This is an optimization exercise on Yosys and OpenROAD, whose aim is small area, a short achievable clock period and few clock cycles per item, not a production implementation. In this exercise RTL edits were held to simulation tests only and were not proved equivalent to the original. No driver is modelled on the clock port, so clocking that relies on it looks cheaper here than on a real chip. Power figures rest on the tool's default switching activity, not on a simulated workload.

### flow/flow/run.sh
#!/bin/bash
set -euo pipefail
cd "$(dirname "$0")/.."
W=$(pwd)
{ head -n 1 synth_recipe.tcl; cat flow/abc_override.tcl; tail -n +2 synth_recipe.tcl; } > own_synth.tcl
sed "s#SYNTH_SCRIPT=[^ ]*#SYNTH_SCRIPT=$W/own_synth.tcl#" standard.sh > own_standard.sh
grep -q "SYNTH_SCRIPT=$W/own_synth.tcl" own_standard.sh
export OWN_ABC_SCRIPT=$W/flow/abc.script
export BUFFER_PORTS_ARGS="-buffer_cell sky130_fd_sc_hd__buf_2"
export POST_GLOBAL_PLACE_TCL=$W/flow/outbuf.tcl
export POST_CTS_TCL=$W/flow/size.tcl
export CTS_ARGS="-sink_clustering_enable -repair_clock_nets -buf_list {sky130_fd_sc_hd__clkbuf_4} -root_buf sky130_fd_sc_hd__clkbuf_4 -dont_use_dummy_load"
bash own_standard.sh > flow.log 2>&1
### flow/flow/abc.script
&get -n
&st
&dch
&nf
&put
### flow/flow/abc_override.tcl
# Technology mapping with this flow's own ABC script (flow/abc.script) in place
# of ORFS's; everything else in the standard flow's synthesis stays as it is.
proc abc {args} {
  set i [lsearch -exact $args -script]
  if {$i >= 0} { lset args [expr {$i + 1}] $::env(OWN_ABC_SCRIPT) }
  yosys abc {*}$args
}
### flow/flow/outbuf.tcl
# After port buffering and global placement: shrink to the minimum size the
# buffers of the output ports (each drives only its port's load) and of the
# inputs that feed no comparison (the destinations' bit 0, valid and reset).
set small {i_8x8_valid i_rst}
for {set i 0} {$i < 8} {incr i} { lappend small "i_8x8_req\[[expr {3 * $i}]\]" }
foreach inst [[ord::get_db_block] getInsts] {
  set name [$inst getName]
  if {[[$inst getMaster] getName] ne "sky130_fd_sc_hd__buf_2"} { continue }
  set a [$inst findITerm A]
  if {$a eq "NULL" || [$a getNet] eq "NULL"} { continue }
  set in [[$a getNet] getName]
  if {[string match output* $name] || ([string match input* $name] && [lsearch -exact $small $in] >= 0)} {
    puts "outbuf.tcl: $name ($in) -> buf_1"
    replace_cell [get_cells $name] sky130_fd_sc_hd__buf_1
  }
}
### flow/flow/size.tcl
set_propagated_clock [all_clocks]
estimate_parasitics -placement
set ::size_period [expr {[get_property [lindex [all_clocks] 0] period] * 1e-9}]
set ::size_block [ord::get_db_block]
set ::size_tau 0.03
set ::size_endpoints [concat [all_registers -data_pins] [all_outputs]]

proc size_area {} {
  set a 0.0
  foreach inst [$::size_block getInsts] {
    set m [$inst getMaster]
    set n [$m getName]
    if {[string match *tap* $n] || [string match *fill* $n] || [string match *decap* $n]} { continue }
    set a [expr {$a + [$m getWidth] * [$m getHeight]}]
  }
  return $a
}
# The worst setup slack, smoothed (a soft minimum over all endpoints, in ns)
# so that a change is also credited for speeding up paths nearly as slow as
# the slowest.
proc size_soft_slack {} {
  set sl {}
  foreach p $::size_endpoints {
    set v [get_property $p slack_max]
    if {$v ne "INF" && $v < 1e6} { lappend sl $v }
  }
  set m [tcl::mathfunc::min {*}$sl]
  set sum 0.0
  foreach v $sl { set sum [expr {$sum + exp(-($v - $m) / $::size_tau)}] }
  return [expr {$m - $::size_tau * log($sum)}]
}
proc size_cost {} {
  estimate_parasitics -placement
  return [expr {[size_area] * ($::size_period * 1e9 - [size_soft_slack])}]
}
proc size_family {master} {
  if {![regexp {^(sky130_fd_sc_hd__[a-z0-9]+)_([0-9]+)$} $master -> fam drv]} { return {} }
  set out {}
  foreach c [get_lib_cells ${fam}_*] {
    set n [get_name $c]
    if {![regexp "^${fam}_\[0-9\]+\$" $n]} { continue }
    if {[get_property $c dont_use]} { continue }
    lappend out $n
  }
  return $out
}

set cands {}
foreach inst [$::size_block getInsts] {
  set m [[$inst getMaster] getName]
  set name [$inst getName]
  if {[$inst isFixed]} { continue }
  if {[string match *conb* $m] || [string match *tap* $m] || [string match *fill* $m]} { continue }
  if {[string match clkbuf* $name] || [string match clkload* $name]} { continue }
  set fam [size_family $m]
  if {[llength $fam] > 1} { lappend cands [list $name $fam] }
}
set cost [size_cost]
puts "size.tcl: [llength $cands] cells, start cost [format %.4g $cost], ws [format %.3f [expr {[sta::worst_slack_cmd max]*1e9}]]"
for {set pass 0} {$pass < 4} {incr pass} {
  set changed 0
  foreach c $cands {
    lassign $c name fam
    set inst [get_cells $name]
    set cur [get_property $inst ref_name]
    set best $cur
    set bestcost $cost
    foreach alt $fam {
      if {$alt eq $cur} { continue }
      replace_cell $inst $alt
      set k [size_cost]
      if {$k < $bestcost * 0.99999} { set best $alt; set bestcost $k }
    }
    replace_cell $inst $best
    if {$best ne $cur} { incr changed; set cost $bestcost; puts "size.tcl: $name $cur -> $best cost [format %.4g $cost]" }
  }
  puts "size.tcl: pass $pass changed $changed cost [format %.4g $cost] ws [format %.3f [expr {[sta::worst_slack_cmd max]*1e9}]]"
  if {$changed == 0} { break }
}
estimate_parasitics -placement
puts "size.tcl: before dpl ws [format %.3f [expr {[sta::worst_slack_cmd max]*1e9}]]"
detailed_placement
check_placement
estimate_parasitics -placement
puts "size.tcl: final area [expr {[size_area]/1e6}] ws [format %.3f [expr {[sta::worst_slack_cmd max]*1e9}]]"
### flow/standard.sh
#!/bin/bash
# synth_recipe.tcl (not shown) runs the flow's synth.tcl, then flattens the netlist and writes it again
# the make line also repeats each setting of config.mk as NAME=value (left out here)
make -C /OpenROAD-flow-scripts/flow DESIGN_CONFIG=/design/flow/config.mk WORK_HOME=/design/flow/orfs CLKGATE_MAP_FILE= SYNTH_SCRIPT=/design/flow/synth_recipe.tcl "${@:-finish}"
### flow/config.mk
export PLATFORM = sky130hd
export DESIGN_NAME = Optical_8x8ctrl_top
export DESIGN_NICKNAME = Optical_8x8ctrl_top
export VERILOG_FILES = /design/flow/design.v
export SDC_FILE = /design/flow/constraint.sdc
export NUM_CORES = 4
export LEC_CHECK = 0
export CAP_MARGIN = 20
export CORE_AREA = 2 2 64 64
export DIE_AREA = 0 0 66 66
export SLEW_MARGIN = 20
### flow/constraint.sdc
create_clock -name core_clock -period 19.0 [get_ports {i_clk}]
set_input_delay 3.8000 -clock core_clock [delete_from_list [all_inputs] [get_ports {i_clk}]]
set_output_delay 3.8000 -clock core_clock [all_outputs]
set_load 0.01 [all_outputs]
### flow/design.v
`timescale 1ns / 1ps
module Optical_8x8ctrl_top#(
    parameter       P_BAR       =   1'b0,
    parameter       P_CROSS     =   1'b1,
    parameter       P_DSTWIDTH  =   3   ,
    parameter       P_PORTNUM   =   8   ,
    parameter       P_SWITCHNUM =   4
)(
    input                                   i_clk           ,
    input                                   i_rst           ,
    input  [P_DSTWIDTH*P_PORTNUM - 1:0]     i_8x8_req       ,
    input                                   i_8x8_valid     ,
    output [19:0]                           o_grant_8x8     ,
    output                                  o_grant_valid
);
wire [3:1] w_s;
wire [8:0] w_e0;
wire       w_b3;
wire [5:0] w_d1;
reg  [3:1] r_s;      
reg  [8:0] r_e0;     
reg        r_b3;     
reg  [5:0] r_d1;     
reg        r_valid;
benes8_in u_in (
    .i_req (i_8x8_req),
    .o_s   (w_s),
    .o_e0  (w_e0),
    .o_b3  (w_b3),
    .o_d1  (w_d1)
);
benes8_out u_out (
    .i_s     (r_s),
    .i_e0    ({~r_e0[8:3], r_e0[2:0]}),
    .i_b3    (~r_b3),
    .i_d1    ({~r_d1[5:2], r_d1[1:0]}),
    .o_grant (o_grant_8x8)
);
assign o_grant_valid = r_valid;
always @(posedge i_clk) begin
    r_s  <= w_s;
    r_e0 <= {~w_e0[8:3], w_e0[2:0]};
    r_b3 <= ~w_b3;
    r_d1 <= {~w_d1[5:2], w_d1[1:0]};
end
always @(posedge i_clk or posedge i_rst) begin
    if (i_rst) r_valid <= 1'b0;
    else       r_valid <= i_8x8_valid;
end
endmodule
module benes8_in(
    input  [23:0] i_req,
    output [3:1]  o_s,
    output [8:0]  o_e0,
    output        o_b3,
    output [5:0]  o_d1
);
wire [2:0] dst [0:7];
wire [1:0] D   [0:7];
genvar gi;
generate
    for (gi = 0; gi < 8; gi = gi + 1) begin : g_in
        assign dst[gi] = i_req[3*gi +: 3];
        assign D[gi]   = i_req[3*gi+1 +: 2];
    end
endgenerate
wire e02 = D[0] == D[2], e04 = D[0] == D[4], e05 = D[0] == D[5];
wire e13 = D[1] == D[3], e14 = D[1] == D[4], e15 = D[1] == D[5], e17 = D[1] == D[7];
wire e24 = D[2] == D[4], e25 = D[2] == D[5], e27 = D[2] == D[7];
wire e34 = D[3] == D[4], e35 = D[3] == D[5], e37 = D[3] == D[7];
wire e47 = D[4] == D[7], e57 = D[5] == D[7];
wire s1 = e13 | e02 | (e15 & e34) | (e14 & e35) | (e25 & e04) | (e24 & e05);
wire s2_0 = e04 | e15 | e24 | e35;
wire s2_1 = e04 | e15 | e34 | e25;
wire s3_0 = e17 | e37 | (e47 & s2_0) | (e57 & ~s2_0);
wire s3_1 = e17 | e27 | (e47 & s2_1) | (e57 & ~s2_1);
wire s2 = s1 ? s2_1 : s2_0;
wire s3 = s1 ? s3_1 : s3_0;
wire [4:0] pass2 = s2 ? {D[4], dst[5]} : {D[5], dst[4]};
assign o_s     = {s3, s2, s1};
assign o_e0    = {pass2[2:0], s1 ? dst[3] : dst[2], dst[0]};
assign o_d1    = {pass2[4:3], s1 ? D[2] : D[3], D[1]};
assign o_b3    = s3 ? dst[7][0] : dst[6][0];
endmodule
module benes4_route(
    input  [5:0] d,
    output [5:0] g,
    output [3:0] z0, z1, z2, z3
);
genvar i;
generate
    for (i = 0; i < 3; i = i + 1) begin : g_dec
        assign z0[i] = d[2*i +: 2] == 2'd0;
        assign z1[i] = d[2*i +: 2] == 2'd1;
        assign z2[i] = d[2*i +: 2] == 2'd2;
        assign z3[i] = d[2*i +: 2] == 2'd3;
    end
endgenerate
assign z0[3] = ~(z0[0] | z0[1] | z0[2]);
assign z1[3] = ~(z1[0] | z1[1] | z1[2]);
assign z2[3] = ~(z2[0] | z2[1] | z2[2]);
assign z3[3] = ~(z3[0] | z3[1] | z3[2]);
assign g[0] = ~z0[0];
assign g[1] = ~z0[0] & ~z0[1];
assign g[3] = z0[3];
assign g[2] = z0[0] ? d[3] : d[1];
assign g[4] = (d[1] & d[3]) | z1[3];
assign g[5] = d[1] ? d[0] : (d[3] ? d[2] : d[4]);
endmodule
module benes8_out(
    input  [3:1] i_s,
    input  [8:0] i_e0,
    input        i_b3,
    input  [5:0] i_d1,
    output [19:0] o_grant
);
wire [5:0] g0, g1;
wire [3:0] z0, z1, z2, z3;
wire [3:0] y0, y1, y2, y3;
benes4_route u_sub0 (
    .d  ({i_e0[8:7], i_e0[5:4], i_e0[2:1]}),
    .g  (g0), .z0 (z0), .z1 (z1), .z2 (z2), .z3 (z3)
);
benes4_route u_sub1 (
    .d  (i_d1),
    .g  (g1), .z0 (y0), .z1 (y1), .z2 (y2), .z3 (y3)
);
wire [3:0] b = {i_b3, i_e0[6], i_e0[3], i_e0[0]};
wire [3:0] go;
assign go[0] = |(z0 & b);
assign go[1] = |(z1 & b);
assign go[2] = |(z2 & b);
assign go[3] = |(z3 & b);
assign o_grant = {go, i_s, 1'b0, g1, g0};
endmodule
==> flow_results.org, run 1 <==
** Outcome
- The run finished with no timing, DRC or antenna violations.

** Synth
- Sequential area share after synthesis :: 0.3375
- sky130_fd_sc_hd__dfxtp_1 is the most common cell in the netlist.
- Post-synth net total :: 166
- Cell area after technology mapping :: 0.001201 sq mm
- After synthesis, the most frequently instantiated cells are 19 x sky130_fd_sc_hd__dfxtp_1, 18 x sky130_fd_sc_hd__xor2_1, 13 x sky130_fd_sc_hd__mux2i_1, 12 x sky130_fd_sc_hd__xnor2_1.
- Of all flip-flops after synthesis, the portion carrying an async set or reset was 0.05000.
- Dominant synthesized flop cell :: sky130_fd_sc_hd__dfxtp_1
- Synthesis produced a netlist whose cell count is 139.
- The largest total area in the synthesized netlist belongs to sky130_fd_sc_hd__dfxtp_1.
- Register bit total from synthesis :: 20
- Yosys mapped a number of flops with a built-in enable equal to 0.
- Library cells used by synthesis :: 27
- Mean instance size in the synthesized netlist :: about 8.6 sq um
- Of the post-synthesis cell area, the dominant cell type holds 0.3167.
- Synth area leaders :: sky130_fd_sc_hd__dfxtp_1 32%, sky130_fd_sc_hd__xor2_1 13%, sky130_fd_sc_hd__mux2i_1 11%
- For this run, the number of Yosys warnings is 2.

** Timing
- Unrepaired setup endpoints after global routing :: no
- On the final layout, the worst hold slack is 3.277 ns.
- Final setup violating endpoints :: 0
- The total count of max-transition violations in the final report is 0.
- Share of the cycle needed by the critical path after routing :: 0.2733
- Maximum frequency from static timing analysis :: between 150 and 200 MHz
- The routed design could run at a clock period as short as between 5 and 6 ns.
- Final TNS setup :: 0 ns
- The hold violation total from the final report is 0.

** Detailed routing
- Remaining antenna violation count after routing :: 0
- Post-Route WL :: 2719 microns
- In this run, the number of DRC markers left after iteration 0 of detailed routing was 49.
- In the final routing, the length of wire on met1 measures 1276 microns.
- 1st-pass router iterations :: 4
- The detailed router placed 1094 vias in this run.
- Vias per inst :: 4.716
- After detailed routing, no signal wire sits above met4.
- WL per Instance :: 11.72 microns
- Remaining routing DRC violations :: 0
- Wire length on met2 :: 1238 microns
- Wire segments on met3 add up to 159 microns in the final route.

** Floorplanning
- Horiz. Die Dim :: 66 microns
- Number of top-level design ports :: 48
- Number of core rows :: 22
- Floorplan die height :: 66 microns
- Area of the placeable core :: 0.003689 sq mm
- Initial core utilization :: 0.3256
- The die covers 0.004356 sq mm.

** Cells and area
- Fill cells in the final layout number 387.
- Registers take 407.9 sq um.
- Area delta synth->final :: 22.50%
- Combined area of the multi-input logic cells :: 775.7 sq um
- Layout cell share with drive strength beyond 1 :: 0.1033
- The net count of the finished layout is 213.
- Antenna fix cells :: 0
- The finished cells cover 0.001471 sq mm.
- For this run, the share of the core covered by cells in the final layout is 0.3989.

** CTS
- TritonCTS clock tree :: yes
- Sink count of the clock tree :: 20
- Clock transition at the registers of the reported paths :: 0.11 ns

** Setup path
- STA classifies the critical path startpoint as a flop.
- Of all nets on the critical path, the largest fanout is 6.
- At the worst endpoint, the required time is 15.20 ns.
- The worst setup path is captured at an output port.
- Arrival time reported for the critical path endpoint :: 1.39 ns
- Start-to-end type of the worst setup path :: flop to output port

** Power
- VDD sags by at most 22.30 uV.
- Leak Pwr :: 0.5921 nW
- Pwr/cell area :: ~82 mW/mm^2

** Flow run
- Number of violations of the max-capacitance limit :: 0

** GRT
- The via count of the first global-routing pass was 967.
- Largest net degree at the start of global routing :: 13
- The number of antenna violations at the first check in global routing was 0.
- After global routing the overflow that remains totals 0.
- Wire length of the first global-routing pass :: 4450 microns
- Total Routing Usage GR :: 0.1324

** Place
- Placed cell areas :: 0.001433 sq mm
- In this run the tool buffered the top-level ports with 43 buffer cells.
- Once detailed placement completed, the half-perimeter wirelength came to 2124 microns.

** Worst hold path
- The min-delay analysis places its worst path in the category input pin to asynchronous set/reset pin.
## power breakdown
part	internal [mW]	leakage, nW	switching (mW)
clock network	0.00738	0.0138	0.0115
logic	0.0210	0.406	0.0260
registers	0.0487	0.172	0.00611
total	0.0771	0.592	0.0436
## routing by layer
layer	track usage	vias to the layer above
met2	0.2071	30
met3	0.01874	4
met1	0.1794	484
met4	0.06122	0
li1	-	576
met5	0	-
## worst max-delay path, cell delays in order (launching register included)
cell and delay [ns]:
sky130_fd_sc_hd__dfxtp_1 0.42, sky130_fd_sc_hd__nand2b_1 0.15, sky130_fd_sc_hd__nor2_1 0.05, sky130_fd_sc_hd__a311oi_1 0.26, sky130_fd_sc_hd__o21ai_1 0.10, sky130_fd_sc_hd__buf_1 0.13
## kinds of logic after synthesis
group / share of synthesized area
buf+inv: 0.03125
flops: 0.3375
xor+xnor: 0.2187
other cells: 0.003122
mux: 0.1177
compound gates: 0.1490
simple gates: 0.1427
## stage by stage
| stage | worst slack [ns] | total power, mW | std cells |
|---|---|---|---|
| floorplan | 13.67 | 0.08500 | 139 |
| global placement | 13.05 | 0.1033 | 229 |
| detailed placement | 13.11 | 0.1011 | 229 |
| global route | 13.65 | 0.1319 | 232 |
| finish | 13.81 | 0.1208 | 232 |
## state kept, by name (all words and copies together) (netlist names)
name and cells:
r_s 3, r_e0 9, r_b3 1, r_valid 1
r_d1 6
## final cells by class
class	count	share of cell area
multi-input cells	110	0.5272
flip-flops and latches	20	0.2772
repair buffers	43	0.1190
well taps	48	0.04082
inverters	8	0.02041
clock buffers	3	0.01531
## cells in the final DEF (no fill, tap or decap), types with 5 or more instances in the layout
master                     count
sky130_fd_sc_hd__buf_1        32
sky130_fd_sc_hd__xor2_1       18
sky130_fd_sc_hd__dfxtp_1      17
sky130_fd_sc_hd__xnor2_1      12
sky130_fd_sc_hd__mux2i_1      12
sky130_fd_sc_hd__nor2_1       11
sky130_fd_sc_hd__nand2_1      11
sky130_fd_sc_hd__buf_2        11
sky130_fd_sc_hd__clkinv_1      8
sky130_fd_sc_hd__o22ai_1       5
sky130_fd_sc_hd__a21oi_1       5
## worst paths after layout
| path | startpoint | to | slack (ns) | cells past startpoint |
|---|---|---|---|---|
| worst max-delay path | r_e0[4] | o_grant_8x8[17] | 13.81 | 5 |
| worst min-delay path | i_rst | r_valid | 3.28 | 2 |
| max in group asynchronous | i_rst | r_valid | 15.64 | 2 |
| min in group core_clock | i_8x8_valid | r_valid | 3.59 | 1 |
Testbench counts, summed over its fixed seeds: cycles 2,048, items 2,048.
==> inputs of run 2 (changes only) <==
==> flow/flow/abc.script (replaced) <==
&get -n
&st
&dch
&nf
&st
&syn2
&if -g -K 6
&synch2
&nf
&st
&syn2
&if -g -K 6
&synch2
&nf
&st
&syn2
&if -g -K 6
&synch2
&nf
&st
&syn2
&if -g -K 6
&synch2
&nf
&st
&syn2
&if -g -K 6
&synch2
&nf
&put
topo
stime -c
==> run 2 against run 1 <==
Critical path type is now input pin to flop. Count of clock-buffer cells in the layout stayed put. Design area is 1.8% higher. Synthesized cell count is 2.2% higher. Worst hold slack better by 0.0064 ns. Highest routed layer unchanged. Sequential share of layout area is 0.40 points lower. Die area stayed put. Sequential power is 2% higher. Routed wire length is 0.88% higher. Core utilization is 0.71 points higher.
==> flow_results.org, run 2 <==
** Floorplanning
- Number of top-level design ports :: 48
- Die Area :: 0.004356 sq mm
- In this run the horizontal extent of the chip is 66 microns.
- For this configuration, the core starts out at a cell density of 0.3311.
- In this run the core area contains 22 standard-cell rows.
- Measured along the y axis, the die boundary spans approximately 66 microns.
- The region available for standard cell placement spans 0.003689 sq mm.

** Worst hold path
- The path class of the tightest hold or removal check is input pin to asynchronous set/reset pin.

** Timing
- Relative max-transition margin :: 0.6530
- Setup repair after global routing left no endpoint under its margin.
- Final Max Tran Viols :: 0
- Final count of hold timing violations :: 0
- Tightest Pin Transition :: 0.5165 ns
- Setup violations remaining at the end of the flow were counted as 0.
- In the finished design, the share of the clock period the worst path needs comes to 0.2791.
- Final TNS setup :: 0 ns
- Maximum frequency from static timing analysis :: roughly 190 MHz
- The worst path in the final design needs a cycle of approximately 5.3 ns, including I/O delays and setup.

** GRT
- The via count of the first global-routing pass was 964.
- Wire length of the first global-routing pass :: 4422 microns
- The number of antenna violations at the first check in global routing came to 0.
- Largest net degree at the start of global routing :: 13
- Total Routing Usage GR :: 0.1285
- Global-route congestion overflow total :: 0

** Cells and area
- Register containing the most flip-flops in the final layout :: r_e0
- At the end of the flow the core is filled with cells to 0.4060.
- Layout cell share with drive strength beyond 1 :: 0.1176
- Most frequent cells in the layout :: 32 x sky130_fd_sc_hd__buf_1, 30 x sky130_fd_sc_hd__xor2_1, 20 x sky130_fd_sc_hd__nor2_1
- Antenna fix cells :: 0
- The register with the most flip-flops in the layout has 9 of them.
- Largest registers :: r_e0 (9), r_d1 (6), r_s (3)
- Compared with the post-synthesis result, the final layout area differs by 22.64%.
- Commonest non-fill, non-tap cell in the layout :: sky130_fd_sc_hd__buf_1
- At the end of the flow, the number of nets in the layout was around 220.

** Outcome
- The run finished with no timing, DRC or antenna violations.

** Synth
- The share of synthesized area in the top cell type comes to 0.3115.
- Synthesis produced a netlist whose cell count is between 100 and 150.
- Of all cell types, the one taking the most synthesized area is sky130_fd_sc_hd__dfxtp_1.
- Most frequently used cell type in the post-synthesis netlist :: sky130_fd_sc_hd__xor2_1
- Synth area leaders :: sky130_fd_sc_hd__dfxtp_1 31%, sky130_fd_sc_hd__xor2_1 22%, sky130_fd_sc_hd__mux2i_1 11%
- The Yosys step of the flow raised 2 warnings.
- Library cells used by synthesis :: 28
- Mean instance size in the synthesized netlist :: 8.600 sq um
- Register bit total from synthesis :: 20
- Most instantiated cells after synthesis :: 30 x sky130_fd_sc_hd__xor2_1, 20 x sky130_fd_sc_hd__nor2_1, 19 x sky130_fd_sc_hd__dfxtp_1, 14 x sky130_fd_sc_hd__mux2i_1, 9 x sky130_fd_sc_hd__clkinv_1
- The synthesized netlist occupies a cell area of 0.001221 sq mm.
- Share of flip-flops with an asynchronous set or reset after synthesis :: 0.05000
- The synthesized design contains 0 enable-type register cells.
- Among all flip-flop cells after synthesis, the most frequent one is sky130_fd_sc_hd__dfxtp_1.
- When the netlist entered floorplanning its net count stood at 169.
- Sequential area share after synthesis :: 0.3320

** Setup path
- On the critical path, the stage with the largest delay is an instance of sky130_fd_sc_hd__a2111oi_2.
- Critical path cell sequence :: buf_1 -> xor2_1 -> o22ai_1 -> a2111oi_2 -> nand2_2 -> mux2i_4 -> mux2i_1
- Start-to-end type of the worst setup path :: input pin to flop
- The worst setup path is launched from an input pin.
- Arrival time reported for the critical path endpoint :: 5.51 ns
- Worst setup path start :: i_8x8_req[1]
- Data on the critical path is required at its endpoint by 19.20 ns.
- Maximum fanout encountered on the critical timing path :: 8
- The critical path crosses 7 cells after its start point.
- STA classifies the critical path endpoint as a flop.
- The critical path ends at r_e0[8].
- Critical path's top delay family :: multiplexers
- On the worst path, the slowest cell contributes a delay of 0.38 ns.
- The number of buffers and inverters on the critical path is 1.

** Place
- HPWL after detailed placement :: 2169 microns
- Port buffering added between 40 and 50 buffers.

** CTS
- After clock tree synthesis, the clock-pin slew on the worst setup and hold paths is around 0.11 ns.
- TritonCTS built the clock tree.
- Sink count of the clock tree :: 20

** Power
- The completed layout was analyzed and its total power is 0.1229 mW.
- VDD sags by at most around 21 uV.
- Leak Pwr :: between 0.6 and 0.7 nW
- In this run the power density over the cells is 82.03 mW/mm^2.

** Detailed routing
- Remaining antenna violation count after routing :: 0
- Remaining routing DRC violations :: 0
- 1st-pass router iterations :: 4
- Via count :: 1149
- Post-Route WL :: 2743 microns
- Vias per inst :: 4.889
- The first routing iteration left around 100 violations.
- Dividing the detail-routed wire length by the instance count gives 11.67 microns.

** Flow run
- Number of violations of the max-capacitance limit :: 0
-- run 2: layout make-up --
class,instances,area [sq um]
well taps,48,60.06
flip-flops and latches,20,409.1
inverters,9,35.03
multi-input cells,112,795.8
repair buffers,43,175.2
fillers,421,2191
clock buffers,3,22.52
-- run 2: how the worst min path moves through the flow --
stage	to	start	cells after the start	slack (ns)
final	r_valid	i_rst	2	3.28
after global routing	r_valid	i_rst	2	3.27
after detailed placement	r_valid	i_rst	2	3.61
after global placement	r_valid	i_rst	2	3.63
after floorplan	r_valid	i_rst	1	3.52
-- run 2: cells by family after synthesis --
logic type / count (synthesis) / share of synthesized area
multiplexers: 16 / 0.1332
flip-flops: 20 / 0.3320
other: 1 / 0.003071
buffers and inverters: 10 / 0.03381
XOR/XNOR: 30 / 0.2152
AO/OA/AOI/OAI: 30 / 0.1629
AND/OR/NAND/NOR: 35 / 0.1199
-- run 2: per-stage QoR --
step / instance area [sq um] / hold WS [ns] / setup slack, ns / cells
2_1_floorplan: 1221 / 3.523 / 13.53 / 142
3_3_place_gp: 1489 / 3.630 / 13.02 / 232
3_5_place_dp: 1453 / 3.612 / 13.01 / 232
5_1_grt: 1498 / 3.265 / 13.53 / 235
6_report: 1498 / 3.283 / 13.70 / 235
-- run 2: metal layers --
| layer | track usage | routed length [microns] | vias up | part of all wire |
|---|---|---|---|---|
| met5 | 0 | 0 | - | 0 |
| met3 | 0.008518 | 130 | 2 | 0.047 |
| met1 | 0.1804 | 1365 | 529 | 0.50 |
| li1 | - | - | 585 | - |
| met4 | 0.05357 | 27 | 0 | 0.0098 |
| met2 | 0.2033 | 1220 | 33 | 0.44 |
-- run 2: power by group --
part | switching (mW) | total (mW) | internal, mW
combinational | 0.0271 | 0.0487 | 0.0215
clock | 0.0109 | 0.0182 | 0.00735
sequential | 0.00696 | 0.0559 | 0.0490
==> inputs of run 3 (changes only) <==
==> flow/flow/abc.script (replaced) <==
&get -n
&st
&syn2
&dch
&nf
&put
==> run 3 against run 2 <==
Die area is the same. Synthesized cell count shrank 3.5%. Non-clock buffer count is the same. Synthesized area shrank 0.72%. First-iteration DRC count shrank 63%. Worst hold slack gained 0.025 ns. Largest power group unchanged. Highest routed layer unchanged.
==> flow_results.org, run 3 <==
** Outcome
- Result of the run :: complete, no violations

** Setup path
- Required time at the endpoint of the critical path :: 15.20 ns
- Critical Path Source Type :: flop
- Along the worst path, the maximum fanout reaches 6.
- The worst setup path is captured at an output port.
- Arrival time reported for the critical path endpoint :: around 1.6 ns
- The critical path is of the flop to output port type.

** Cells and area
- Most frequent cells in the layout :: 36 x sky130_fd_sc_hd__buf_1, 17 x sky130_fd_sc_hd__dfxtp_1, 16 x sky130_fd_sc_hd__xor2_1
- The largest registers in the layout are r_e0 (9), r_d1 (6), r_s (3).
- The register with the most flip-flops in the final layout is r_e0.
- The register with the most flip-flops in the layout has 9 of them.
- Antenna fix cells :: 0
- Of the cells placed in the final design, the portion with a size suffix greater than 1 is 0.09341.
- Area delta synth->final :: 21.26%
- NumNets Final :: 211
- Final standard cell count with taps included and fillers excluded :: 230
- Commonest non-fill, non-tap cell in the layout :: sky130_fd_sc_hd__buf_1

** Detailed routing
- Via count :: around 1100
- For this block, the initial DRC count from the detailed router was 39.
- Dividing the detail-routed via count by the number of cells gives 4.883.
- After detailed routing, the average wire length per cell comes to 11.73 microns.
- Remaining routing DRC violations :: 0
- Before antenna repair, the detailed router went through 4 iterations.
- The routed design has approximately 2700 microns of wire.
- Remaining antenna violation count after routing :: 0

** Power
- Power spread over the standard cell area amounts to 81.59 mW/mm^2.
- Cell internal power was estimated by the tool at 0.07696 mW.
- The share of total power dissipated in combinational logic is 0.387.
- Clock power share :: 0.156
- The analysis attributes to net switching a power of 0.04299 mW.
- Sequential power share :: 0.458
- For this design the static power due to leakage is 0.5740 nW.
- Of the total power, the share spent switching nets is 0.3584.
- VDD sags by at most 23.02 uV.

** CTS
- For this design, the sink count on the clock tree is 20.
- Clock transition at the registers of the reported paths :: 0.11 ns
- TritonCTS built the clock tree.

** Synth
- Number of synthesized flops with an enable pin :: 0
- Dominant synthesized flop cell :: sky130_fd_sc_hd__dfxtp_1
- For this run, the register share of the synthesized area comes to 0.3344.
- Most instantiated cells after synthesis :: 19 x sky130_fd_sc_hd__dfxtp_1, 16 x sky130_fd_sc_hd__xor2_1, 14 x sky130_fd_sc_hd__xnor2_1, 11 x sky130_fd_sc_hd__mux2i_1, 9 x sky130_fd_sc_hd__o21ai_0
- Number of warnings printed during yosys synthesis :: 2
- Synth area leaders :: sky130_fd_sc_hd__dfxtp_1 31%, sky130_fd_sc_hd__xor2_1 12%, sky130_fd_sc_hd__xnor2_1 10%
- Library cells used by synthesis :: 34
- Most frequently used cell type in the post-synthesis netlist :: sky130_fd_sc_hd__dfxtp_1
- Counting every net in the synthesized netlist gives 164.
- Register bit total from synthesis :: 20
- Of the post-synthesis cell area, the dominant cell type holds 0.3137.
- Share of flip-flops with an asynchronous set or reset after synthesis :: 0.05000
- Mean instance size in the synthesized netlist :: a little under 9 sq um
- After synthesis the cells add up to 0.001212 sq mm.
- Largest area contributor in the synthesized netlist :: sky130_fd_sc_hd__dfxtp_1
- Synthesis produced a netlist whose cell count is 137.

** Floorplanning
- In this run the standard cell core region covers 0.003689 sq mm.
- During I/O placement, the number of pins put on the boundary was 48.
- Die Area :: roughly 0.0044 sq mm
- Initial core utilization :: 0.3287
- The floorplan step set the die height to 66 microns.
- Horiz. Die Dim :: 66 microns
- Number of core rows :: 22

** Timing
- Summed over all failing endpoints, the final setup total negative slack is 0 ns.
- Subtracting the final worst setup slack from the clock period gives around 5.4 ns.
- Post-layout worst setup margin :: 13.64 ns
- The hold violation total from the final report came to 0.
- The total count of max-transition violations in the final report came to 0.
- In the finished design, the share of the clock period the worst path needs comes to 0.2819.
- Static timing analysis puts the maximum clock frequency at between 150 and 200 MHz.
- Setup repair after global routing left no endpoint under its margin.
- Final setup violating endpoints :: 0

** Place
- Timing analysis after detailed placement gives a worst setup slack of 12.92 ns.
- Number of instances in the placed design :: roughly 230
- Count of input and output buffers :: 43
- After legalization and detailed placement, the total HPWL measured 2146 microns.

** GRT
- The via count of the first global-routing pass came to 949.
- Initial antenna violation count :: 0
- Global-route congestion overflow total :: 0
- Total Routing Usage GR :: 0.1270
- Entering global routing, the biggest net connects 12 pins.
- The first global-routing pass estimated 4250 microns of wire.

** Worst hold path
- The path class of the tightest hold or removal check is input pin to asynchronous set/reset pin.

** Flow run
- Number of violations of the max-capacitance limit :: 0
run 3: changes by cell type after synthesis, moves of 3 or more:
| cell | previous run | this run |
|---|---|---|
| sky130_fd_sc_hd__xor2_1 | 30 | 16 |
| sky130_fd_sc_hd__nor2_1 | 20 | 5 |
| sky130_fd_sc_hd__mux2i_1 | 14 | 11 |
| sky130_fd_sc_hd__nand4_1 | 0 | 3 |
| sky130_fd_sc_hd__o21ai_0 | 4 | 9 |
| sky130_fd_sc_hd__xnor2_1 | 0 | 14 |
run 3: layout make-up:
class | count | area [sq um]
inverters | 8 | 31.28
multi-input cells | 108 | 778.2
clock buffers | 3 | 22.52
flip-flops and latches | 20 | 407.9
repair buffers | 43 | 170.2
well taps | 48 | 60.06
fillers | 408 | 2218
run 3: cell families (layout without fill, tap and decap cells):
logic type	after synthesis	count (layout)	synth area share
xor gates and xnor gates	30	30	0.2167
other	1	1	0.003093
and+or+nand+nor	28	28	0.1187
AOI/OAI and AO/OA	36	36	0.1868
DFF	20	20	0.3344
muxes	13	13	0.1094
buffers and inverters	9	54	0.03096
run 3: worst max path at each step:
stage | startpoint | endpoint | slack [ns] | cells after the start
final | r_e0[2] | o_grant_8x8[16] | 13.64 | 6
after global routing | r_e0[2] | o_grant_8x8[16] | 13.52 | 6
after detailed placement | i_8x8_req[16] | r_d1[4] | 12.92 | 7
after global placement | i_8x8_req[16] | r_e0[6] | 12.88 | 7
after floorplan | i_8x8_req[16] | r_d1[4] | 13.42 | 6
run 3: layer usage:
layer | vias to the layer above | wire length, microns | track usage
li1 | 577 | - | -
met1 | 511 | 1236 | 0.1677
met2 | 33 | 1245 | 0.2008
met3 | 2 | 181 | 0.02044
met4 | 0 | 34 | 0.06122
met5 | - | 0 | 0
run 3: per-stage QoR:
| stage | total power, mW | cell area, sq um | utilization | hold WS [ns] |
|---|---|---|---|---|
| finish | 0.1200 | 1470 | 0.3986 | 3.308 |
| global route | 0.1292 | 1470 | 0.3986 | 3.288 |
| global placement | 0.1041 | 1480 | 0.4013 | 3.633 |
| floorplan | 0.08585 | 1212 | - | 3.523 |
| detailed placement | 0.1017 | 1444 | 0.3915 | 3.609 |
run 3: worst max-delay path: stages, from the launching register on:
cell and delay, ns:
sky130_fd_sc_hd__dfxtp_1 0.38, sky130_fd_sc_hd__nor2_2 0.15, sky130_fd_sc_hd__a21oi_1 0.07, sky130_fd_sc_hd__and2_1 0.15, sky130_fd_sc_hd__nor2b_1 0.12, sky130_fd_sc_hd__a211o_1 0.26
sky130_fd_sc_hd__buf_1 0.12
run 3: power by group through the flow:
stage | clock network [mW] | logic, mW | registers, mW
global route | 0.0217 | 0.0518 | 0.0558
global placement | 0 | 0.0484 | 0.0557
finish | 0.0187 | 0.0464 | 0.0549
detailed placement | 0 | 0.0461 | 0.0556
floorplan | 0 | 0.0309 | 0.0550
==> inputs of run 4 (changes only) <==
==> flow/flow/abc.script (replaced) <==
strash
dch
map -a
==> run 4 against run 3 <==
Via count grew 28%. Largest cell class unchanged. Die area is the same. Sequential share of layout area decreased by 0.91 points. Critical path type is now input pin to flop. Cell count grew 26%. Clock power hardly changed. Sequential cell count unchanged. Critical path depth is 4 higher. Global-route usage up 3.7 points.
==> flow_results.org, run 4 <==
** Outcome
- The run finished with no timing, DRC or antenna violations.

** Detailed routing
- After the first detailed-routing iteration, the DRC count stood at 58.
- Across all layers, the routed design uses about 1400 vias.
- After detailed routing, the number of remaining DRC violations is 0.
- 1st-pass router iterations :: 4
- WL per Instance :: 11.43 microns
- After detailed routing, the total wire length is 3316 microns.
- Dividing the detail-routed via count by the number of cells gives between 4 and 5.
- Once detail routing completed, the nets flagged for antenna violations numbered 0.

** Synth
- The number of different library cells used by synthesis comes to 28.
- Largest area contributor in the synthesized netlist :: sky130_fd_sc_hd__dfxtp_1
- In this run the cell area of the synthesized design comes to between 0.001 and 0.0015 sq mm.
- For this run, the number of Yosys warnings is 2.
- Of the post-synthesis cell area, the dominant cell type holds 0.3031.
- Ranked by total cell area, the synthesized netlist is headed by sky130_fd_sc_hd__dfxtp_1 30%, sky130_fd_sc_hd__nand2_1 19%, sky130_fd_sc_hd__clkinv_1 9.0%.
- Of all flip-flops after synthesis, the portion carrying an async set or reset was 0.05000.
- For this run, the register share of the synthesized area comes to 0.3230.
- sky130_fd_sc_hd__nand2_1 is the most common cell in the netlist.
- When the netlist entered floorplanning its net count stood at 224.
- Cells after Synth :: approximately 200
- In this run, synthesis produced a sequential element count of 20.
- Counting flops with a built-in enable in the synthesized netlist gives 0.
- Dividing the synthesized area by the synthesized cell count gives ~6.4 sq um.
- Dominant synthesized flop cell :: sky130_fd_sc_hd__dfxtp_1
- The commonest cells after synthesis are 62 x sky130_fd_sc_hd__nand2_1, 30 x sky130_fd_sc_hd__clkinv_1, 19 x sky130_fd_sc_hd__dfxtp_1, 19 x sky130_fd_sc_hd__nor2_1, 13 x sky130_fd_sc_hd__o21ai_0.

** CTS
- Clock transition at the registers of the reported paths :: 0.11 ns
- TritonCTS clock tree :: yes
- Sink count of the clock tree :: 20

** Power
- The share of total power dissipated in the clock network is 0.162.
- The share of total power dissipated in sequential elements is 0.460.
- Of the total power, combinational logic draws 0.378.
- Cell-internal power :: 0.07196 mW
- Dividing total power by cell area gives a power density of roughly 77 mW/mm^2.
- Summed over all cells, the static leakage comes to a little over 0.6 nW.
- Total net switching power :: 0.04419 mW
- Switching power as a share of total power :: 0.3804
- Worst IR Drop VDD :: 19.83 uV

** Setup path
- Of all nets on the critical path, the largest fanout is 13.
- Total number of cells along the worst setup path :: 10
- Among cell families on the critical path, the largest total delay comes from simple AND/OR/NAND/NOR gates.
- Arrival time reported for the critical path endpoint :: 5.47 ns
- Standard cell with the maximum stage delay on the critical path :: sky130_fd_sc_hd__o311ai_1
- For the worst setup path, the data required time is 19.23 ns.
- On the worst path, the slowest cell contributes a delay of 0.43 ns.
- In this run the worst setup path terminates at r_e0[6].
- Buffers and inverters on the worst path :: 3
- Start-to-end type of the worst setup path :: input pin to flop
- Critical path cell sequence :: buf_2 -> clkinv_1 -> nand2_1 -> nand4_1 -> o311ai_1 -> nor2_4 -> clkinv_2 -> nand2_1 -> nand2_2 -> mux2i_1
- The worst setup path is captured at a flop.
- The most numerous cell type found on the critical path is sky130_fd_sc_hd__nand2_1.
- Worst setup path start :: i_8x8_req[7]
- Critical Path Source Type :: input pin

** GRT
- Vias in the first global route :: 1205
- Entering global routing, the biggest net connects 14 pins.
- Wire length of the first global-routing pass :: 5533 microns
- The number of antenna violations at the first check in global routing was 0.
- Total Routing Usage GR :: 0.1637
- Global routing finished with a remaining overflow of 0.

** Place
- Input and output buffers added on the ports amount to 43.
- Once placement completed, the tool counted placed cells totaling 287.
- HPWL after detailed placement :: 2658 microns

** Timing
- The total count of max-transition violations in the final report is 0.
- Maximum frequency from static timing analysis :: 191.1 MHz
- Summed over all failing endpoints, the final setup total negative slack is 0 ns.
- Share of the cycle needed by the critical path after routing :: 0.2754
- Unrepaired setup endpoints after global routing :: no
- Final setup violating endpoints :: 0
- Final count of hold timing violations :: 0
- Final Critical Period :: 5.232 ns

** Cells and area
- Layout cell share with drive strength beyond 1 :: 0.07438
- Commonest non-fill, non-tap cell in the layout :: sky130_fd_sc_hd__nand2_1
- Max FFs per register :: 9
- Combined area of the multi-input logic cells :: 737.0 sq um
- Compared with the post-synthesis result, the final layout area differs by 20.74%.
- Reg area :: 406.6 sq um
- FILL cells :: 430
- Largest registers :: r_e0 (9), r_d1 (6), r_s (3)
- NumNets Final :: ~270
- Ranked by flip-flop count, first place goes to r_e0.
- Antenna fix cells :: 0
- Final standard cell count with taps included and fillers excluded :: 290
- The top cell types in the final layout, fill and taps aside, are 61 x sky130_fd_sc_hd__nand2_1, 35 x sky130_fd_sc_hd__buf_1, 26 x sky130_fd_sc_hd__clkinv_1.

** Floorplanning
- Initial core utilization :: 0.3402
- Floorplan die height :: 66 microns
- Number of core rows :: 22
- The total area inside the core boundary comes to 0.003689 sq mm.
- Number of top-level design ports :: 48
- Die Area :: 0.004356 sq mm
- The die is 66 microns wide.

** Worst hold path
- The min-delay analysis places its worst path in the category input pin to asynchronous set/reset pin.

** Flow run
- Number of violations of the max-capacitance limit :: 0
==> run 4: cell types whose count changed after synthesis, moves of 3 or more <==
| cell | previous run | this run |
|---|---|---|
| sky130_fd_sc_hd__nand2_1 | 6 | 62 |
| sky130_fd_sc_hd__clkinv_1 | 8 | 30 |
| sky130_fd_sc_hd__nor2_1 | 5 | 19 |
| sky130_fd_sc_hd__xor2_1 | 16 | 2 |
| sky130_fd_sc_hd__xnor2_1 | 14 | 2 |
| sky130_fd_sc_hd__mux2i_1 | 11 | 3 |
| sky130_fd_sc_hd__nand4_1 | 3 | 10 |
| sky130_fd_sc_hd__nand3_1 | 1 | 7 |
| sky130_fd_sc_hd__nand2b_1 | 4 | 0 |
| sky130_fd_sc_hd__o21ai_0 | 9 | 13 |
| sky130_fd_sc_hd__o22ai_1 | 6 | 2 |
| sky130_fd_sc_hd__o2111ai_1 | 0 | 3 |
==> run 4: cells by family after synthesis <==
group	count (synthesis)	synth area share
AND/OR/NAND/NOR	103	0.3460
other	1	0.002988
AO/OA/AOI/OAI	35	0.1805
flip-flops	20	0.3230
buffers and inverters	31	0.09572
multiplexers	3	0.02393
XOR/XNOR	4	0.02792
==> run 4: per-stage QoR <==
step / hold WS, ns / util / total power [mW] / cell area [sq um] / worst slack, ns
after detailed placement: 3.607 / 0.4030 / 0.09747 / 1486 / 12.99
after global routing: 3.286 / 0.4108 / 0.1268 / 1515 / 13.53
after floorplan: 3.523 / - / 0.08188 / 1255 / 13.71
after global placement: 3.631 / 0.4128 / 0.09950 / 1523 / 12.96
final: 3.308 / 0.4108 / 0.1161 / 1515 / 13.77
==> run 4: per-layer routing <==
layer,up-vias,GRT usage,share of wire
met4,0,0.06888,0.013
met3,4,0.01704,0.055
li1,752,-,-
met5,-,0,0
met1,634,0.2265,0.50
met2,45,0.2576,0.44
==> run 4: worst min path at each step <==
stage          startpoint      end
6_report            i_rst  r_valid
5_1_grt             i_rst  r_valid
3_5_place_dp        i_rst  r_valid
3_3_place_gp        i_rst  r_valid
2_1_floorplan       i_rst  r_valid
==> run 4: power groups by stage <==
stage | clock [mW] | sequential (mW) | combinational [mW]
2_1_floorplan | 0 | 0.0539 | 0.0280
3_3_place_gp | 0 | 0.0543 | 0.0452
3_5_place_dp | 0 | 0.0543 | 0.0432
5_1_grt | 0.0217 | 0.0546 | 0.0505
6_report | 0.0188 | 0.0535 | 0.0439
==> run 4: area by class of cell <==
type / instances / area share
multi-input cells: 146 / 0.4864
flip-flops and latches: 20 / 0.2684
repair buffers: 43 / 0.1131
inverters: 30 / 0.07762
well taps: 48 / 0.03964
clock buffers: 3 / 0.01486
==> inputs of run 5 (changes only) <==
==> flow/flow/abc.script (replaced) <==
&get -n
&st
&dch
&nf -p
&put
--- a/flow/flow/abc_override.tcl
+++ b/flow/flow/abc_override.tcl
@@ -3,5 +3,6 @@
 proc abc {args} {
   set i [lsearch -exact $args -script]
   if {$i >= 0} { lset args [expr {$i + 1}] $::env(OWN_ABC_SCRIPT) }
+  puts "abc_override: abc [join $args]"
   yosys abc {*}$args
 }
==> run 5 against run 4 <==
Non-clock buffer count stayed put. Design area fell by 2.0%. Worst setup slack better by 0.053 ns. Largest power group unchanged. Via count is 22% lower. Combinational power is 8.7% higher. Critical path depth decreased by 3. Sequential share of layout area rose by 0.80 points. Still clean. Die area did not move. Highest routed layer unchanged. Sequential cell count stayed put. Sequential power increased by 3%. Core utilization down 0.81 points. Largest cell class unchanged.
==> flow_results.org, run 5 <==
** Outcome
- Result of the run :: complete, no violations

** Cells and area
- Area delta synth->final :: 23.39%
- Final standard cell count with taps included and fillers excluded :: 233
- In the final layout, the share of cells above drive strength 1 is 0.1189.
- The library cell used most frequently in the layout, excluding fill and tap cells, is sky130_fd_sc_hd__buf_1.
- The register with the most flip-flops in the layout has 9 of them.
- The repair_antennas step left the layout with diodes totalling 0.
- Counting flops per register, the top entry is r_e0.
- Measured on the finished design, the core utilization comes to 0.4026.
- FILL cells :: 412
- The largest registers in the layout are r_e0 (9), r_d1 (6), r_s (3).
- NumNets Final :: ~210
- In the layout the commonest cells are 31 x sky130_fd_sc_hd__buf_1, 18 x sky130_fd_sc_hd__xor2_1, 15 x sky130_fd_sc_hd__dfxtp_1.

** Place
- At the placement stage, the worst setup path has a slack of about 13 ns.
- Count of input and output buffers :: 43
- Summed over all nets, the half-perimeter wirelength after detailed placement is between 2000 and 2500 microns.
- Counting tap cells, the placed design contains a total of 230 instances.

** Setup path
- STA puts the critical path data required time at about 19 ns.
- Maximum fanout encountered on the critical timing path :: 8
- CP Capture Type :: flop
- Arrival time reported for the critical path endpoint :: ~5.4 ns
- STA classifies the critical path startpoint as an input pin.
- Start-to-end type of the worst setup path :: input pin to flop

** Timing
- Final Max Tran Viols :: 0
- Share of the cycle needed by the critical path after routing :: 0.2726
- Setup repair after global routing left no endpoint under its margin.
- Final Critical Period :: a little over 5 ns
- Setup violations remaining at the end of the flow were counted as 0.
- Post-layout worst setup margin :: about 14 ns
- Maximum frequency from static timing analysis :: 193.1 MHz
- Final count of hold timing violations :: 0
- Final TNS setup :: 0 ns

** Synth
- The average instance in the mapped netlist occupies 8.598 sq um.
- Largest area contributor in the synthesized netlist :: sky130_fd_sc_hd__dfxtp_1
- For this run, the leading register cell type out of synthesis is sky130_fd_sc_hd__dfxtp_1.
- Share of the synthesized area in the top cell type :: 0.3160
- The share of the Yosys chip area taken by registers is 0.3368.
- Synth area leaders :: sky130_fd_sc_hd__dfxtp_1 32%, sky130_fd_sc_hd__xor2_1 13%, sky130_fd_sc_hd__mux2i_1 11%
- The Yosys step of the flow raised 2 warnings.
- Number of synthesized flops with an enable pin :: 0
- Library cells used by synthesis :: 26
- Share of flip-flops with an asynchronous set or reset after synthesis :: 0.05000
- sky130_fd_sc_hd__dfxtp_1 is the most common cell in the netlist.
- Cell area after technology mapping :: 0.001204 sq mm
- Most instantiated cells after synthesis :: 19 x sky130_fd_sc_hd__dfxtp_1, 18 x sky130_fd_sc_hd__xor2_1, 13 x sky130_fd_sc_hd__mux2i_1, 12 x sky130_fd_sc_hd__xnor2_1
- Synthesis produced a netlist whose cell count is 140.
- Post-synth net total :: 167
- Register bit total from synthesis :: 20

** Detailed routing
- The first detailed-routing pass took 4 iterations.
- Post-Route WL :: 2784 microns
- After detailed routing, the average wire length per cell comes to roughly 12 microns.
- For this run, design rule violations remaining after detail routing come to 0.
- Via count :: 1115
- In this run the remaining antenna-violating nets after routing total 0.
- Number of DRC violations after detailed-routing iteration 0 :: 52
- After detailed routing, the number of vias per cell comes to 4.785.

** Floorplanning
- Number of core rows :: 22
- The initial utilization of the core area, before any placement, comes to 0.3263.
- Horiz. Die Dim :: about 66 microns
- Number of top-level design ports :: 48
- Area of the placeable core :: between 0.003 and 0.004 sq mm
- Die Area :: 0.004356 sq mm
- Floorplan die height :: 66 microns

** GRT
- Total Routing Usage GR :: 0.1387
- Global-route congestion overflow total :: 0
- Vias in the first global route :: 1035
- Entering global routing, the biggest net connects 12 pins.
- The number of antenna violations at the first check in global routing was 0.
- The first global-routing pass estimated approximately 4700 microns of wire.

** Power
- Dividing total power by cell area gives a power density of 81.56 mW/mm^2.
- Worst IR Drop VDD :: 22.88 uV
- Leak Pwr :: between 0.6 and 0.7 nW

** CTS
- TritonCTS built the clock tree.
- Clock transition at the registers of the reported paths :: 0.11 ns
- Sink count of the clock tree :: 20

** Worst hold path
- In this run the worst hold path is classified as input pin to asynchronous set/reset pin.

** Flow run
- The tool flagged a number of max-cap violations equal to 0.
-- run 5: cell types whose count changed after synthesis, sizes merged, moves of 3 or more --
cell     change
clkinv      -22
mux2i       +10
nand2       -51
nand2b       +6
nand3        -3
nand4       -10
nor2         -8
nor3         +3
o2111ai      -3
o21ai        -6
o22ai        +3
xnor2       +10
xor2        +16
-- run 5: kinds of logic (layout without fill, tap and decap cells) --
group / after synthesis / in the layout / share of synthesized area
compound gates: 27 / 27 / 0.1424
xor+xnor: 30 / 30 / 0.2183
buf+inv: 9 / 54 / 0.03119
flops: 20 / 20 / 0.3368
mux: 14 / 14 / 0.1175
other cells: 1 / 1 / 0.003116
simple gates: 39 / 39 / 0.1507
-- run 5: report_power, final --
group          switching, mW  total, mW  internal [mW]  leakage, nW
Sequential           0.00598     0.0549         0.0489        0.172
Clock                 0.0112     0.0185        0.00737       0.0138
Combinational         0.0265     0.0477         0.0213        0.414
-- run 5: metrics by stage --
stage / instance area (sq um) / hold WS (ns) / total power [mW]
2_1_floorplan: 1204 / 3.523 / 0.08499
3_3_place_gp: 1471 / 3.631 / 0.1032
3_5_place_dp: 1435 / 3.613 / 0.1011
5_1_grt: 1485 / 3.275 / 0.1319
6_report: 1485 / 3.284 / 0.1211
-- run 5: cell type report --
| cell class | instances | area [sq um] | area share |
|---|---|---|---|
| Clock buffer | 3 | 22.52 | 0.01516 |
| Tap cell | 48 | 60.06 | 0.04044 |
| Sequential cell | 20 | 410.4 | 0.2763 |
| Inverter | 8 | 30.03 | 0.02022 |
| Multi-Input combinational cell | 111 | 785.8 | 0.5291 |
| Timing Repair Buffer | 43 | 176.4 | 0.1188 |
-- run 5: layer usage --
layer | up-vias | part of all wire | wire [microns] | track usage
met1 | 502 | 0.48 | 1344 | 0.1779
met4 | 0 | 0.0097 | 27 | 0.06633
li1 | 578 | - | - | -
met3 | 2 | 0.048 | 134 | 0.02215
met2 | 33 | 0.46 | 1278 | 0.2260
met5 | - | 0 | 0 | 0
-- run 5: worst max-delay path by stage --
stage	startpoint	end	slack [ns]	cells after the start
2_1_floorplan	i_8x8_req[17]	r_d1[4]	13.67	6
6_report	i_8x8_req[17]	r_e0[8]	13.82	7
5_1_grt	r_e0[1]	o_grant_8x8[16]	13.69	5
3_5_place_dp	i_8x8_req[17]	r_e0[8]	13.06	7
3_3_place_gp	i_8x8_req[17]	r_e0[6]	13.01	7
-- run 5: worst max-delay path: stages --
cell and delay (ns):
sky130_fd_sc_hd__buf_2 0.17, sky130_fd_sc_hd__xor2_1 0.18, sky130_fd_sc_hd__nor2_1 0.20, sky130_fd_sc_hd__a32oi_1 0.18, sky130_fd_sc_hd__nand3_4 0.21, sky130_fd_sc_hd__mux2i_4 0.41
sky130_fd_sc_hd__mux2i_1 0.24
==> inputs of run 6 (changes only) <==
==> flow/flow/abc.script (replaced) <==
&get -n
&st
&dch
&nf -R 10
&put
==> run 6 against run 5 <==
Sequential power about the same. Count of clock-buffer cells in the layout unchanged. Cell count decreased by 0.43%. Clock power increased by 2%. Global-route usage decreased by 0.63 points. Combinational power decreased by 1%. Worst setup slack got worse by 0.014 ns. Maximum frequency decreased by 0.27%. Highest routed layer unchanged. Core utilization decreased by 0.37 points. Still clean on timing, DRC and antenna. Synthesized cell count decreased by 0.71%.
==> flow_results.org, run 6 <==
** Power
- In this run the static leakage power is 0.5921 nW.
- Pwr/cell area :: 82.08 mW/mm^2
- IR analysis of the VDD net gives a maximum drop of ~22 uV.

** Synth
- Mean instance size in the synthesized netlist :: 8.641 sq um
- Largest area contributor in the synthesized netlist :: sky130_fd_sc_hd__dfxtp_1
- The number of nets in the synthesized netlist is about 170.
- The most common cell in the synthesized netlist is sky130_fd_sc_hd__dfxtp_1.
- Yosys attributes the largest share of cell area to sky130_fd_sc_hd__dfxtp_1 32%, sky130_fd_sc_hd__xor2_1 13%, sky130_fd_sc_hd__mux2i_1 11%.
- Share of the synthesized area in the top cell type :: 0.3167
- Most instantiated cells after synthesis :: 19 x sky130_fd_sc_hd__dfxtp_1, 18 x sky130_fd_sc_hd__xor2_1, 13 x sky130_fd_sc_hd__mux2i_1, 12 x sky130_fd_sc_hd__xnor2_1
- For this run, asynchronously set or reset flops after synthesis account for 0.05000.
- The Yosys step of the flow raised 2 warnings.
- Register bit total from synthesis :: 20
- Synthesis produced about 140 cells.
- Number of synthesized flops with an enable pin :: 0
- Cell area after technology mapping :: 0.001201 sq mm
- Of the synthesized area, sequential elements account for 0.3375.
- Dominant synthesized flop cell :: sky130_fd_sc_hd__dfxtp_1
- Library cells used by synthesis :: 27

** GRT
- Summed over all layers, the global routing overflow is 0.
- Total Routing Usage GR :: 0.1324
- The via count of the first global-routing pass is ~970.
- Wire length of the first global-routing pass :: 4450 microns
- Entering global routing, the biggest net connects 13 pins.
- Initial antenna violation count :: 0

** Detailed routing
- Summed over all layers, the routed wires come to 2719 microns.
- Remaining routing DRC violations :: 0
- 1st-pass router iterations :: 4
- Vias per inst :: 4.716
- Number of DRC violations after detailed-routing iteration 0 :: 49
- The count of nets left with antenna violations once routing finished came out at 0.
- Via count :: 1094
- In the final routed layout, each cell accounts on average for 11.72 microns.

** Flow run
- Number of violations of the max-capacitance limit :: 0

** Timing
- Of the available clock period, the critical path in the final layout requires 0.2733.
- Final setup violating endpoints :: 0
- Setup repair after global routing left no endpoint under its margin.
- The total count of max-transition violations in the final report came to 0.
- Hold timing on the final database bottoms out at a slack of 3.277 ns.
- Final count of hold timing violations :: 0
- Counting I/O delays and the setup requirement, the final critical path takes 5.193 ns.
- Maximum frequency from static timing analysis :: 192.6 MHz
- Final TNS setup :: 0 ns

** Floorplanning
- The floorplan has 22 rows.
- Initial core utilization :: 0.3256
- Number of top-level design ports :: 48
- Measured along the x axis, the die boundary spans 66 microns.
- Floorplan die height :: approximately 66 microns
- The floorplan step defined a die boundary enclosing approximately 0.0044 sq mm.
- Area of the placeable core :: 0.003689 sq mm

** Place
- The HPWL after detailed placement is approximately 2100 microns.
- In this run the tool buffered the top-level ports with 43 buffer cells.
- The number of placed instances, taps included, is between 200 and 250.

** Cells and area
- Once layout is complete, the utilization of the core stands at 0.3989.
- The register with the most flip-flops in the layout has 9 of them.
- NumNets Final :: 213
- In the layout the commonest cells are 32 x sky130_fd_sc_hd__buf_1, 18 x sky130_fd_sc_hd__xor2_1, 17 x sky130_fd_sc_hd__dfxtp_1.
- The layout has 387 filler cells.
- After the flow finishes, the layout carries non-filler instances totaling 232.
- Layout cell share with drive strength beyond 1 :: 0.1033
- Antenna fix cells :: 0
- Largest registers :: r_e0 (9), r_d1 (6), r_s (3)
- Area delta synth->final :: 22.50%
- Ranked by flip-flop count, first place goes to r_e0.
- The library cell used most frequently in the layout, excluding fill and tap cells, is sky130_fd_sc_hd__buf_1.

** Setup path
- Slowest cell delay on critical path :: 0.42 ns
- Start-to-end type of the worst setup path :: flop to output port
- Critical path's top delay family :: flip-flops
- Standard cell with the maximum stage delay on the critical path :: sky130_fd_sc_hd__dfxtp_1
- The number of buffers and inverters on the critical path is 1.
- In this run the worst path has a maximum fanout of 6.
- The worst setup path is launched from a flop.
- CP Capture Type :: output port
- Data arrives at the worst endpoint at ~1.4 ns.
- Required time at the endpoint of the critical path :: 15.20 ns
- Traced cell by cell, the critical path runs through nand2b_1 -> nor2_1 -> a311oi_1 -> o21ai_1 -> buf_1.

** CTS
- TritonCTS built the clock tree.
- Clock transition at the registers of the reported paths :: 0.11 ns
- Clock tree synthesis found a total of 20 sinks.

** Worst hold path
- The path class of the tightest hold or removal check is input pin to asynchronous set/reset pin.

** Outcome
- The flow ran to the end and the layout has no timing, DRC or antenna violations.
[run 6: changes by cell type in the layout (fill, tap and decap cells not counted)]
cell                       before  now
sky130_fd_sc_hd__nand3_2        0    1
sky130_fd_sc_hd__dfxtp_2        4    2
sky130_fd_sc_hd__buf_1         31   32
sky130_fd_sc_hd__o211ai_1       2    3
sky130_fd_sc_hd__nand3_1        3    2
sky130_fd_sc_hd__nand3_4        1    0
sky130_fd_sc_hd__nand2b_1       6    4
sky130_fd_sc_hd__nand3b_1       0    1
sky130_fd_sc_hd__buf_2         12   11
sky130_fd_sc_hd__dfxtp_1       15   17
[run 6: worst max-delay path by stage]
stage                  start              end  slack, ns  depth (start not counted)
3_3_place_gp   i_8x8_req[17]          r_e0[6]      13.05                          7
5_1_grt              r_e0[1]  o_grant_8x8[16]      13.65                          5
2_1_floorplan  i_8x8_req[17]          r_d1[4]      13.67                          6
3_5_place_dp   i_8x8_req[16]          r_d1[5]      13.11                          7
6_report             r_e0[4]  o_grant_8x8[17]      13.81                          5
[run 6: cell type report]
| type | instances | area, sq um | share of cell area |
|---|---|---|---|
| Tap cell | 48 | 60.06 | 0.04082 |
| Clock buffer | 3 | 22.52 | 0.01531 |
| Sequential cell | 20 | 407.9 | 0.2772 |
| Timing Repair Buffer | 43 | 175.2 | 0.1190 |
| Multi-Input combinational cell | 110 | 775.7 | 0.5272 |
| Inverter | 8 | 30.03 | 0.02041 |
[run 6: metal layers]
layer  GRT usage  vias up  part of all wire
li1            -      576                 -
met1      0.1794      484              0.47
met2      0.2071       30              0.46
met3     0.01874        4             0.058
met4     0.06122        0             0.016
met5           0        -                 0
[run 6: metrics by stage]
stage / total power [mW] / setup slack, ns / area (sq um)
2_1_floorplan: 0.08500 / 13.67 / 1201
6_report: 0.1208 / 13.81 / 1471
3_3_place_gp: 0.1033 / 13.05 / 1469
5_1_grt: 0.1319 / 13.65 / 1471
3_5_place_dp: 0.1011 / 13.11 / 1433
[run 6: cells by family after synthesis]
logic type / count (synthesis) / share of synthesized area
simple gates: 37 / 0.1427
mux: 14 / 0.1177
xor+xnor: 30 / 0.2187
other cells: 1 / 0.003122
compound gates: 28 / 0.1490
flops: 20 / 0.3375
buf+inv: 9 / 0.03125
[run 6: power breakdown]
| part | switching, mW | internal (mW) |
|---|---|---|
| Combinational | 0.0260 | 0.0210 |
| Sequential | 0.00611 | 0.0487 |
| Clock | 0.0115 | 0.00738 |
| Total | 0.0436 | 0.0771 |
==> inputs of run 7 (changes only) <==
==> flow/flow/abc.script (replaced) <==
&get -n
&st
&dch
&nf -R 20
&put
==> run 7 against run 6 <==
Non-clock buffer count stayed put. First-iteration DRC count rose by 16%. Via count up 2.1%. Combinational power is 1% lower. Routed wire length up 1.9%. Core utilization shrank 0.14 points. Worst hold slack better by 0.016 ns. Critical path depth is the same. Sequential power about the same. Global-route usage is 0.99 points higher. Cell count shrank 1.7%. Largest cell class unchanged. Highest routed layer unchanged.
==> flow_results.org, run 7 <==
** Synth
- After technology mapping, the gate count stands at 135.
- Yosys attributes the largest share of cell area to sky130_fd_sc_hd__dfxtp_1 32%, sky130_fd_sc_hd__xor2_1 13%, sky130_fd_sc_hd__mux2i_1 11%.
- Post-synth net total :: 162
- In the synthesized netlist the async set-or-reset flop fraction comes to 0.05000.
- Sequential area share after synthesis :: 0.3421
- Number of warnings printed during yosys synthesis :: 2
- The share of synthesized area in the top cell type comes to 0.3210.
- After synthesis the cells add up to approximately 0.0012 sq mm.
- For this run, the leading register cell type out of synthesis is sky130_fd_sc_hd__dfxtp_1.
- Among all cell types in the netlist, the one instantiated most often is sky130_fd_sc_hd__dfxtp_1.
- Most instantiated cells after synthesis :: 19 x sky130_fd_sc_hd__dfxtp_1, 18 x sky130_fd_sc_hd__xor2_1, 13 x sky130_fd_sc_hd__mux2i_1, 12 x sky130_fd_sc_hd__xnor2_1, 10 x sky130_fd_sc_hd__nand2_1
- Register bit total from synthesis :: 20
- A synthesized cell averages 8.777 sq um.
- The synthesized netlist contains 28 unique library cells.
- Number of synthesized flops with an enable pin :: 0
- The synthesized design spends more area on one cell type than any other, namely sky130_fd_sc_hd__dfxtp_1.

** Power
- Share of total power in combinational logic :: 0.385
- Clock power share :: 0.160
- The internal portion of the total power is 0.07632 mW.
- Sequential power share :: 0.455
- Total net switching power :: between 0.04 and 0.05 mW
- Worst IR Drop VDD :: 30.19 uV
- Switching power as a share of total power :: 0.3675
- Pwr/cell area :: between 80 and 90 mW/mm^2
- Final Total Pwr :: 0.1207 mW
- In this run the static leakage power is roughly 0.58 nW.

** Cells and area
- The largest registers in the layout are r_e0 (9), r_d1 (6), r_s (3).
- The repair_antennas step left the layout with diodes totalling 0.
- Max FFs per register :: 9
- r_e0 holds more flip-flops than any other register.
- Final standard cell count with taps included and fillers excluded :: roughly 230
- The area growth from synthesis to layout is 23.76%.
- Most frequent cells in the layout :: 31 x sky130_fd_sc_hd__buf_1, 19 x sky130_fd_sc_hd__dfxtp_1, 18 x sky130_fd_sc_hd__xor2_1
- NumNets Final :: 209
- FILL cells :: 432
- Leaving out fill and tap cells, the most frequent cell in the layout is sky130_fd_sc_hd__buf_1.
- After routing the design area is 0.001466 sq mm.
- Measured on the finished design, the core utilization comes to 0.3976.
- In the final layout, the share of cells above drive strength 1 is 0.1056.

** Floorplanning
- Number of top-level design ports :: 48
- Area of the placeable core :: about 0.0037 sq mm
- The initial utilization of the core area, before any placement, comes to 0.3212.
- Number of core rows :: 22
- The die covers between 0.004 and 0.005 sq mm.
- In this run the vertical extent of the chip is 66 microns.
- Horiz. Die Dim :: 66 microns

** Detailed routing
- For this block, the via count after detailed routing is 1117.
- In this run, the number of DRC markers left after iteration 0 of detailed routing was 57.
- In the routed layout, each cell is associated on average with a via count of between 4 and 5.
- 1st-pass router iterations :: 4
- In the final routed layout, each cell accounts on average for 12.15 microns.
- Post-Route WL :: 2770 microns
- Remaining antenna violation count after routing :: 0
- Remaining routing DRC violations :: 0

** Setup path
- Capture point of the worst path :: o_grant_8x8[16]
- Data on the critical path arrives at its endpoint at 1.44 ns.
- Required time at the endpoint of the critical path :: 15.20 ns
- Tracing the worst setup path back leads to its startpoint at r_e0[1].
- Start-to-end type of the worst setup path :: flop to output port
- Critical Path Source Type :: flop
- Maximum fanout encountered on the critical timing path :: 8
- CP Capture Type :: output port

** Timing
- Tightest hold margin :: 3.293 ns
- The total count of max-transition violations in the final report is 0.
- Final TNS setup :: 0 ns
- Dividing the final minimum period by the clock period gives 0.2756.
- Post-layout worst setup margin :: 13.76 ns
- Unrepaired setup endpoints after global routing :: no
- Final count of hold timing violations :: 0
- Setup violations remaining at the end of the flow were counted as 0.
- Final Critical Period :: 5.237 ns
- Maximum frequency from static timing analysis :: 191.0 MHz
- Relative max-transition margin :: 0.6668
- Tightest Pin Transition :: 0.4902 ns

** Worst hold path
- Tightest Hold Check Type :: input pin to asynchronous set/reset pin

** Flow run
- The tool flagged a number of max-cap violations equal to 0.

** GRT
- The number of antenna violations at the first check in global routing came to 0.
- Largest net degree at the start of global routing :: 11
- Wire length of the first global-routing pass :: slightly below 5000 microns
- Global-route congestion overflow total :: 0
- In the global route stage, overall resource usage came out at 0.1423.
- The via count of the first global-routing pass came to 1080.

** CTS
- Clock-pin slew was measured on the worst setup and hold paths at around 0.10 ns.
- Sink count of the clock tree :: 20
- TritonCTS built the clock tree.

** Place
- The HPWL after detailed placement is between 2000 and 2500 microns.
- Setup slack after placement :: 12.96 ns
- Placed cell areas :: 0.001416 sq mm
- Count of input and output buffers :: 43
- Number of instances in the placed design :: 225

** Outcome
- Result of the run :: complete, no violations
## run 7: cell types whose count changed in the layout (fill, tap and decap cells not counted), moves of 2 or more
cell	previous run	this run
sky130_fd_sc_hd__a211oi_1	0	2
sky130_fd_sc_hd__dfxtp_1	17	19
sky130_fd_sc_hd__dfxtp_2	2	0
sky130_fd_sc_hd__nand4_1	0	2
sky130_fd_sc_hd__nor2_1	11	9
sky130_fd_sc_hd__nor3_1	4	2
sky130_fd_sc_hd__o211ai_1	3	1
sky130_fd_sc_hd__or4_1	2	0
## run 7: power groups by stage
stage | registers, mW | logic [mW] | clock network, mW
final | 0.0549 | 0.0465 | 0.0193
after global routing | 0.0562 | 0.0519 | 0.0233
after detailed placement | 0.0558 | 0.0448 | 0
after global placement | 0.0558 | 0.0469 | 0
after floorplan | 0.0550 | 0.0295 | 0
## run 7: worst min-delay path by stage
stage | startpoint | endpoint | cells past startpoint
global route | i_rst | r_valid | 2
global placement | i_rst | r_valid | 2
floorplan | i_rst | r_valid | 1
detailed placement | i_rst | r_valid | 2
finish | i_rst | r_valid | 2
## run 7: area by class of cell
cell class	count	area [sq um]	area share
multi-input cells	106	772.0	0.5264
flip-flops and latches	20	405.4	0.2764
repair buffers	43	176.4	0.1203
well taps	48	60.06	0.04096
inverters	8	30.03	0.02048
clock buffers	3	22.52	0.01536
## run 7: logic make-up (layout without fill, tap and decap cells)
family / Yosys count / count (layout) / synth area share
simple gates: 32 / 32 / 0.1257
xor+xnor: 30 / 30 / 0.2218
flops: 20 / 20 / 0.3421
compound gates: 30 / 30 / 0.1658
other cells: 1 / 1 / 0.003165
buf+inv: 9 / 54 / 0.03168
mux: 13 / 13 / 0.1098
## run 7: routing by layer
metal,up-vias,GRT usage,wire length (microns)
met1,504,0.1904,1310
met2,37,0.2235,1248
met5,-,0,0
li1,570,-,-
met4,0,0.06378,44
met3,6,0.02385,167
## run 7: worst max-delay path: stages (launching register included)
cell and delay (ns):
sky130_fd_sc_hd__dfxtp_1 0.48, sky130_fd_sc_hd__nor2_1 0.13, sky130_fd_sc_hd__a21oi_1 0.17, sky130_fd_sc_hd__nand2_1 0.09, sky130_fd_sc_hd__o21ai_1 0.12, sky130_fd_sc_hd__buf_1 0.16

-- separate check: timing with driven ports --
How much do the figures lean on ideal ports? The routed layouts below were timed once more, with nothing changed but the port constraints. Step 1 assumes that a clkbuf_16 drives the clock port and a buf_2 every other input. Step 2 times the ports against the registers' clock, not the clock port: input delays grow and output delays shrink by t, the midpoint of the rising clock arrivals with the driver on. Three values: no drivers, after step 1, after step 2; two values: the first two.
run	t, ns	slack for setup (ns)
run 1	0.314	13.807 / 13.783 / 13.532
run 2	0.302	13.698 / 13.683 / 13.395
run 3	0.307	13.644 / 13.620 / 13.373
run 4	0.310	13.768 / 13.772 / 13.462
run 5	0.308	13.821 / 13.825 / 13.516
run 6	0.314	13.807 / 13.783 / 13.532
run 7	0.310	13.763 / 13.742 / 13.461
After both steps setup and hold are still met in every run listed.
